From an optimization exercise on the open Yosys and OpenROAD flow, aimed at small area, a short achievable clock period and few clock cycles; shortcuts taken in it are not production practice. In this exercise RTL edits were held to simulation tests only and were not proved equivalent to the original. Power is estimated from default activity; no workload was simulated.

==> flow/design.v <==
`timescale 1ns/10ps
module JAM (
    input CLK,
    input RST,
    output reg [2:0] W,
    output reg [2:0] J,
    input [6:0] Cost,
    output reg [3:0] MatchCount,
    output reg [9:0] MinCost,
    output reg Valid );
localparam S_SCAN = 2'd0;
localparam S_WAIT = 2'd1;
localparam S_SRCH = 2'd2;
localparam S_DONE = 2'd3;
reg [1:0] state;
reg [6:0] u  [0:7];
reg [6:0] v  [0:7];
reg [2:0] ra [0:7];          
reg       c8;                
reg       p1v;
reg [2:0] p1w;
reg [3:0] p1j;
reg [6:0] cm;                
reg [6:0] vlast;             
reg       r2v;
reg [2:0] r2w, r2j;
reg [6:0] rx;                
reg       bv;
reg [2:0] bw;
reg       vav;               
reg [6:0] vadd;
reg [6:0] badd;
reg [9:0] base;
reg       donescan;
reg       x0go;
reg [9:0] P  [0:7];          
reg [2:0] js [0:6];          
reg [7:0] used;              
reg       cvld;              
reg       cdone;             
reg [2:0] rW, rWm;           
reg [2:0] jWm;               
reg       fv;
reg [2:0] fd, fj;
reg [7:0] fu;
reg [9:0] fPU;               
reg [6:0] fvj;               
reg [2:0] ffc;               
reg [6:0] creg;
reg       ev;
reg [2:0] ed, ec;
reg [7:0] eu;
reg [9:0] eK;                
reg [7:0] eT;                
reg       eneg;              
reg [2:0] efc;
function [7:0] gtm;          
    input [2:0] a;
    gtm = 8'hfe << a;
endfunction
function [7:0] ltm;          
    input [2:0] a;
    ltm = ~(8'hff << a);
endfunction
function [2:0] pe;           
    input [7:0] x;
    integer k;
    begin
        pe = 3'd0;
        for (k = 7; k >= 0; k = k - 1)
            if (x[k]) pe = k[2:0];
    end
endfunction
function [3:0] cnext;        
    input [7:0] mk;
    input [2:0] a;
    reg   [7:0] hi;
    begin
        hi = mk & gtm(a);
        cnext = {|mk, pe((|hi) ? hi : mk)};
    end
endfunction
function [7:0] between;
    input [2:0] a;
    input [2:0] s;
    between = (a < s) ? (gtm(a) & ltm(s)) : (gtm(a) | ltm(s));
endfunction
function [12:0] add12;
    input [11:0] a;
    input [11:0] b;
    input        cin;
    add12 = {1'b0, a} + {1'b0, b} + {12'd0, cin};
endfunction
function [23:0] csa;
    input [11:0] a;
    input [11:0] b;
    input [11:0] c;
    reg   [11:0] cy;
    begin
        cy = (a & b) | (a & c) | (b & c);
        csa = {a ^ b ^ c, cy[10:0], 1'b0};
    end
endfunction
function [9:0] sel10;
    input [79:0] x;
    input [2:0]  k;
    input [2:0]  o;
    integer n;
    begin
        sel10 = 10'd0;
        for (n = 0; n < 8; n = n + 1)
            sel10 = sel10 | ({10{k == n}} & x[((n + o) & 7) * 10 +: 10]);
    end
endfunction
wire [79:0] raf, uf, vf, Pf, jsf;
genvar gi;
generate
    for (gi = 0; gi < 8; gi = gi + 1) begin : g_flat
        assign raf[gi*10 +: 10] = {7'd0, ra[gi]};
        assign uf[gi*10 +: 10]  = {3'd0, u[gi]};
        assign vf[gi*10 +: 10]  = {3'd0, v[gi]};
        assign Pf[gi*10 +: 10]  = P[gi];
        assign jsf[gi*10 +: 10] = (gi == 7) ? 10'd0 : {7'd0, js[gi]};
    end
endgenerate
wire [2:0]  W1  = W + 3'd1;
wire [9:0]  pw  = sel10(Pf, W, 3'd0);
wire [6:0]  vj  = sel10(vf, J, 3'd0);
wire [6:0]  uw  = sel10(uf, W, 3'd0);
wire [2:0]  ra1 = sel10(raf, W, 3'd1);
wire [12:0] PUs = add12({2'b00, pw}, {5'h1f, ~uw}, 1'b1);
wire [9:0]  PU  = PUs[9:0];              
wire [7:0]  uc  = used | (8'd1 << J);
wire [7:0]  fhi = ~uc & ~ltm(ra1);
wire [2:0]  fc  = pe((|fhi) ? fhi : ~uc);
wire [23:0] tq  = csa({2'b00, MinCost}, {2'b11, ~fPU}, {5'd0, fvj});
wire [12:0] Ts  = add12(tq[23:12], {tq[11:1], 1'b1}, 1'b0);
wire [11:0] T   = Ts[11:0];
wire [12:0] Ks  = add12({2'b00, fPU}, {5'h1f, ~fvj}, 1'b1);
wire [9:0]  K   = Ks[9:0];
wire       cfree = cvld && J == rW && W != 3'd7;
wire [3:0] nA  = cnext(~used & between(J, rW), J);
wire       okA = nA[3];
wire [2:0] Wm  = W - 3'd1;
wire [2:0] ra2 = sel10(raf, W, 3'd6);   
wire [2:0] jp2 = sel10(jsf, W, 3'd6);   
wire [7:0] uB  = used & ~(8'd1 << jWm);
wire [3:0] nB  = cnext(~uB & between(jWm, rWm), jWm);
wire       okB = nB[3];
wire       le    = {1'b0, creg} <= eT;
wire       lt    = {1'b0, creg} <  eT;
wire       acc   = ev && !eneg && le;
wire       leaf  = (ed == 3'd7);
wire       redir = acc && !leaf;
wire [9:0] sum   = eK + creg;                  
wire [6:0] cmin  = (p1w == 3'd0 || Cost < cm) ? Cost : cm;
wire [6:0] ru    = u[r2w];
wire [7:0] rd    = {1'b0, rx} - {1'b0, ru};      
wire       rlt   = rd[7];
wire       rfirst = (r2j == 3'd0);
wire [6:0] nu    = (rfirst || rlt) ? rx : ru;
always @(posedge CLK or posedge RST) begin
    if (RST) begin
        state <= S_SCAN;
        c8 <= 1'b0;
        W <= 3'd0;
        J <= 3'd0;
        Valid <= 1'b0;
        p1v <= 1'b0;
        r2v <= 1'b0;
        bv <= 1'b0;
        vav <= 1'b0;
        donescan <= 1'b0;
        x0go <= 1'b0;
        cvld <= 1'b0;
        cdone <= 1'b0;
        fv <= 1'b0;
        ev <= 1'b0;
    end else begin
        p1v <= (state == S_SCAN);
        r2v <= p1v && p1j != 4'd0;
        bv <= r2v && r2j == 3'd7;
        vav <= p1v && p1j != 4'd8 && p1w == 3'd7;
        donescan <= bv && bw == 3'd7;        
        x0go <= donescan;
        fv <= cvld && !cfree && state == S_SRCH && !redir;
        ev <= fv && !redir;
        case (state)
        S_SCAN: begin
            {c8, J, W} <= {c8, J, W} + 7'd1;
            if (c8 && W == 3'd7) state <= S_WAIT;
        end
        S_WAIT: begin
            if (x0go) begin
                state <= S_SRCH;
                W <= 3'd0;
                J <= ra[0];
                cvld <= 1'b1;
                cdone <= 1'b0;
            end
        end
        S_SRCH: begin
            if (redir) begin
                W <= ed + 3'd1;
                J <= efc;
                cvld <= 1'b1;
                cdone <= 1'b0;
            end else if (cfree) begin
                W <= W1;
                J <= fc;
                cvld <= 1'b1;
            end else if (cdone) begin
                if (!fv && !ev) begin
                    state <= S_DONE;
                    Valid <= 1'b1;
                end
            end else if (okA) begin
                J <= nA[2:0];
                cvld <= 1'b1;
            end else if (W == 3'd0) begin
                cdone <= 1'b1;
                cvld <= 1'b0;
            end else if (okB) begin
                W <= Wm;
                J <= nB[2:0];
                cvld <= 1'b1;
            end else begin
                W <= Wm;
                J <= jWm;
                cvld <= 1'b0;
            end
        end
        default: ;
        endcase
    end
end
integer i;
always @(posedge CLK) begin
    p1w <= W;
    p1j <= {c8, J};
    if (state == S_SCAN || state == S_WAIT) begin
        P[0] <= {3'd0, Cost};
        for (i = 1; i < 8; i = i + 1) P[i] <= P[i - 1];
    end
    if (p1v && p1j != 4'd8) begin
        cm <= cmin;
        if (p1w == 3'd7) begin
            v[p1j[2:0]] <= cmin;
            vlast <= cmin;
        end
    end
    rx <= P[7][6:0] - vlast;
    r2w <= p1w;
    r2j <= p1j[2:0] - 3'd1;
    if (r2v) begin
        u[r2w] <= nu;
        if (rfirst || rlt) ra[r2w] <= r2j;
    end
    badd <= nu;
    bw <= r2w;
    vadd <= cmin;
    if (state == S_SCAN && p1v && p1w == 3'd0 && p1j == 4'd0)
        base <= 10'd0;
    else if (vav || bv)
        base <= base + (vav ? vadd : 7'd0) + (bv ? badd : 7'd0);
    if (x0go)
        P[0] <= base;
    creg <= Cost;
    fd <= W;
    fj <= J;
    fu <= used;
    fPU <= PU;
    fvj <= vj;
    ffc <= fc;
    ed <= fd;
    ec <= fj;
    eu <= fu;
    eK <= K;
    eneg <= T[11];
    eT <= (T[10:8] != 3'd0) ? 8'hff : T[7:0];
    efc <= ffc;
    if (state != S_SRCH) begin
        rW <= ra[0];
    end else if (redir) begin
        rW <= sel10(raf, ed, 3'd1);
        rWm <= sel10(raf, ed, 3'd0);
        jWm <= ec;
    end else if (cfree) begin
        rW <= ra1;
        rWm <= rW;
        jWm <= J;
    end else if (!cdone && !okA && W != 3'd0) begin
        rW <= rWm;
        rWm <= ra2;
        jWm <= jp2;
    end
    if (state == S_SCAN || state == S_WAIT) begin
        MinCost <= 10'h3ff;
        used <= 8'd0;
    end else if (state == S_SRCH) begin
        if (acc && leaf) begin
            if (lt) begin
                MinCost <= sum;
                MatchCount <= 4'd1;
            end else begin
                MatchCount <= MatchCount + 4'd1;
            end
        end
        if (ev && !leaf) begin
            js[ed] <= ec;
            P[ed + 3'd1] <= sum;
        end
        if (cfree) begin
            js[W] <= J;
            P[W1] <= pw;
        end
        if (redir) begin
            used <= eu | (8'd1 << ec);
        end else if (cfree) begin
            used <= uc;
        end else if (!cdone && !okA && W != 3'd0) begin
            used <= uB;
        end
    end
end
endmodule
==> flow/config.mk <==
export PLATFORM = sky130hd
export DESIGN_NAME = JAM
export DESIGN_NICKNAME = JAM
export VERILOG_FILES = /design/flow/design.v
export SDC_FILE = /design/flow/constraint.sdc
export NUM_CORES = 4
export LEC_CHECK = 0
export ABC_AREA = 1
export CAP_MARGIN = 20
export CORE_MARGIN = 2
export CORE_UTILIZATION = 65
export SETUP_SLACK_MARGIN = 2.5
export SLEW_MARGIN = 20
==> flow/constraint.sdc <==
create_clock -name core_clock -period 6.0 [get_ports {CLK}]
set_input_delay 1.2000 -clock core_clock [delete_from_list [all_inputs] [get_ports {CLK}]]
set_output_delay 1.2000 -clock core_clock [all_outputs]
set_load 0.01 [all_outputs]
run.sh (not shown) runs the stock make flow with config.mk's settings and CLKGATE_MAP_FILE= SYNTH_SCRIPT=/design/flow/synth_recipe.tcl, a recipe that flattens the netlist after the stock synthesis.
Testbench counts at the start, summed over its fixed seeds: cycles 7,032.
Next try:
--- a/flow/design.v
+++ b/flow/design.v
@@ -44,5 +44,6 @@
 reg [2:0] fd, fj;
 reg [7:0] fu;
-reg [9:0] fPU;               
+reg [9:0] fpw;               
+reg [6:0] fuw;               
 reg [6:0] fvj;               
 reg [2:0] ffc;               
@@ -129,16 +130,22 @@
 wire [6:0]  uw  = sel10(uf, W, 3'd0);
 wire [2:0]  ra1 = sel10(raf, W, 3'd1);
-wire [12:0] PUs = add12({2'b00, pw}, {5'h1f, ~uw}, 1'b1);
-wire [9:0]  PU  = PUs[9:0];              
 wire [7:0]  uc  = used | (8'd1 << J);
 wire [7:0]  fhi = ~uc & ~ltm(ra1);
 wire [2:0]  fc  = pe((|fhi) ? fhi : ~uc);
-wire [23:0] tq  = csa({2'b00, MinCost}, {2'b11, ~fPU}, {5'd0, fvj});
+wire [23:0] tq0 = csa({2'b00, MinCost}, {2'b11, ~fpw}, {5'd0, fvj});
+wire [23:0] tq  = csa(tq0[23:12], tq0[11:0], {5'd0, fuw});
 wire [12:0] Ts  = add12(tq[23:12], {tq[11:1], 1'b1}, 1'b0);
 wire [11:0] T   = Ts[11:0];
-wire [12:0] Ks  = add12({2'b00, fPU}, {5'h1f, ~fvj}, 1'b1);
+wire [23:0] kq  = csa({2'b00, fpw}, {5'h1f, ~fvj}, {5'h1f, ~fuw});
+wire [12:0] Ks  = add12(kq[23:12], {kq[11:1], 1'b1}, 1'b1);
 wire [9:0]  K   = Ks[9:0];
 wire       cfree = cvld && J == rW && W != 3'd7;
-wire [3:0] nA  = cnext(~used & between(J, rW), J);
+wire [7:0] fA  = ~used;
+wire [7:0] gJ  = gtm(J);
+wire [7:0] lS  = ltm(rW);
+wire [7:0] a1  = fA & gJ & lS;           
+wire [7:0] a2  = fA & gJ;                
+wire [7:0] a3  = fA & lS;                
+wire [3:0] nA  = (J < rW) ? {|a1, pe(a1)} : (|a2) ? {1'b1, pe(a2)} : {|a3, pe(a3)};
 wire       okA = nA[3];
 wire [2:0] Wm  = W - 3'd1;
@@ -146,5 +153,11 @@
 wire [2:0] jp2 = sel10(jsf, W, 3'd6);   
 wire [7:0] uB  = used & ~(8'd1 << jWm);
-wire [3:0] nB  = cnext(~uB & between(jWm, rWm), jWm);
+wire [7:0] fB  = ~uB;
+wire [7:0] gB  = gtm(jWm);
+wire [7:0] lB  = ltm(rWm);
+wire [7:0] b1  = fB & gB & lB;
+wire [7:0] b2  = fB & gB;
+wire [7:0] b3  = fB & lB;
+wire [3:0] nB  = (jWm < rWm) ? {|b1, pe(b1)} : (|b2) ? {1'b1, pe(b2)} : {|b3, pe(b3)};
 wire       okB = nB[3];
 wire       le    = {1'b0, creg} <= eT;
@@ -270,5 +283,6 @@
     fj <= J;
     fu <= used;
-    fPU <= PU;
+    fpw <= pw;
+    fuw <= uw;
     fvj <= vj;
     ffc <= fc;
What happened: The new run finished with timing, DRC and antenna clean. Utilization is lower by 0.72 points. Critical path depth drops by 8. Design area went down by 0.96%. Area after synthesis rises by 0.34%. Final cell count goes down by 1.5%. Fmax rose by 7.0%. Combinational power goes down by about 5%. Hold slack degrades by 0.0041 ns. Global-route usage is higher by 0.97 points. Non-clock buffer count goes down by 30.
Testbench counts after the change, summed over its fixed seeds: cycles 7,032.

-- separate check: timing with driven ports --
Ports are ideal in the flow. The routed layouts listed here were re-timed in OpenROAD.
Step 1 assumes that a clkbuf_16 drives the clock port and a buf_2 every other input.
Step 2 times the ports against the registers' clock, not the clock port: input delays grow and output delays shrink by t, the midpoint of the rising clock arrivals with the driver on.
Three values: ideal, step 1, step 2; two values: the first two.
run | shift t [ns] | slack for setup (ns) | worst setup path after step 2
the first run | 0.640 | 2.374 / 2.374 / 2.262 | input to register
the second run | 0.643 | 2.611 / 2.611 / 2.174 | input to register
After both steps every run listed still meets setup and hold. For the second run, which loses most, drivers alone change the setup slack by 0.000 ns; drivers and shift together by -0.437 ns.
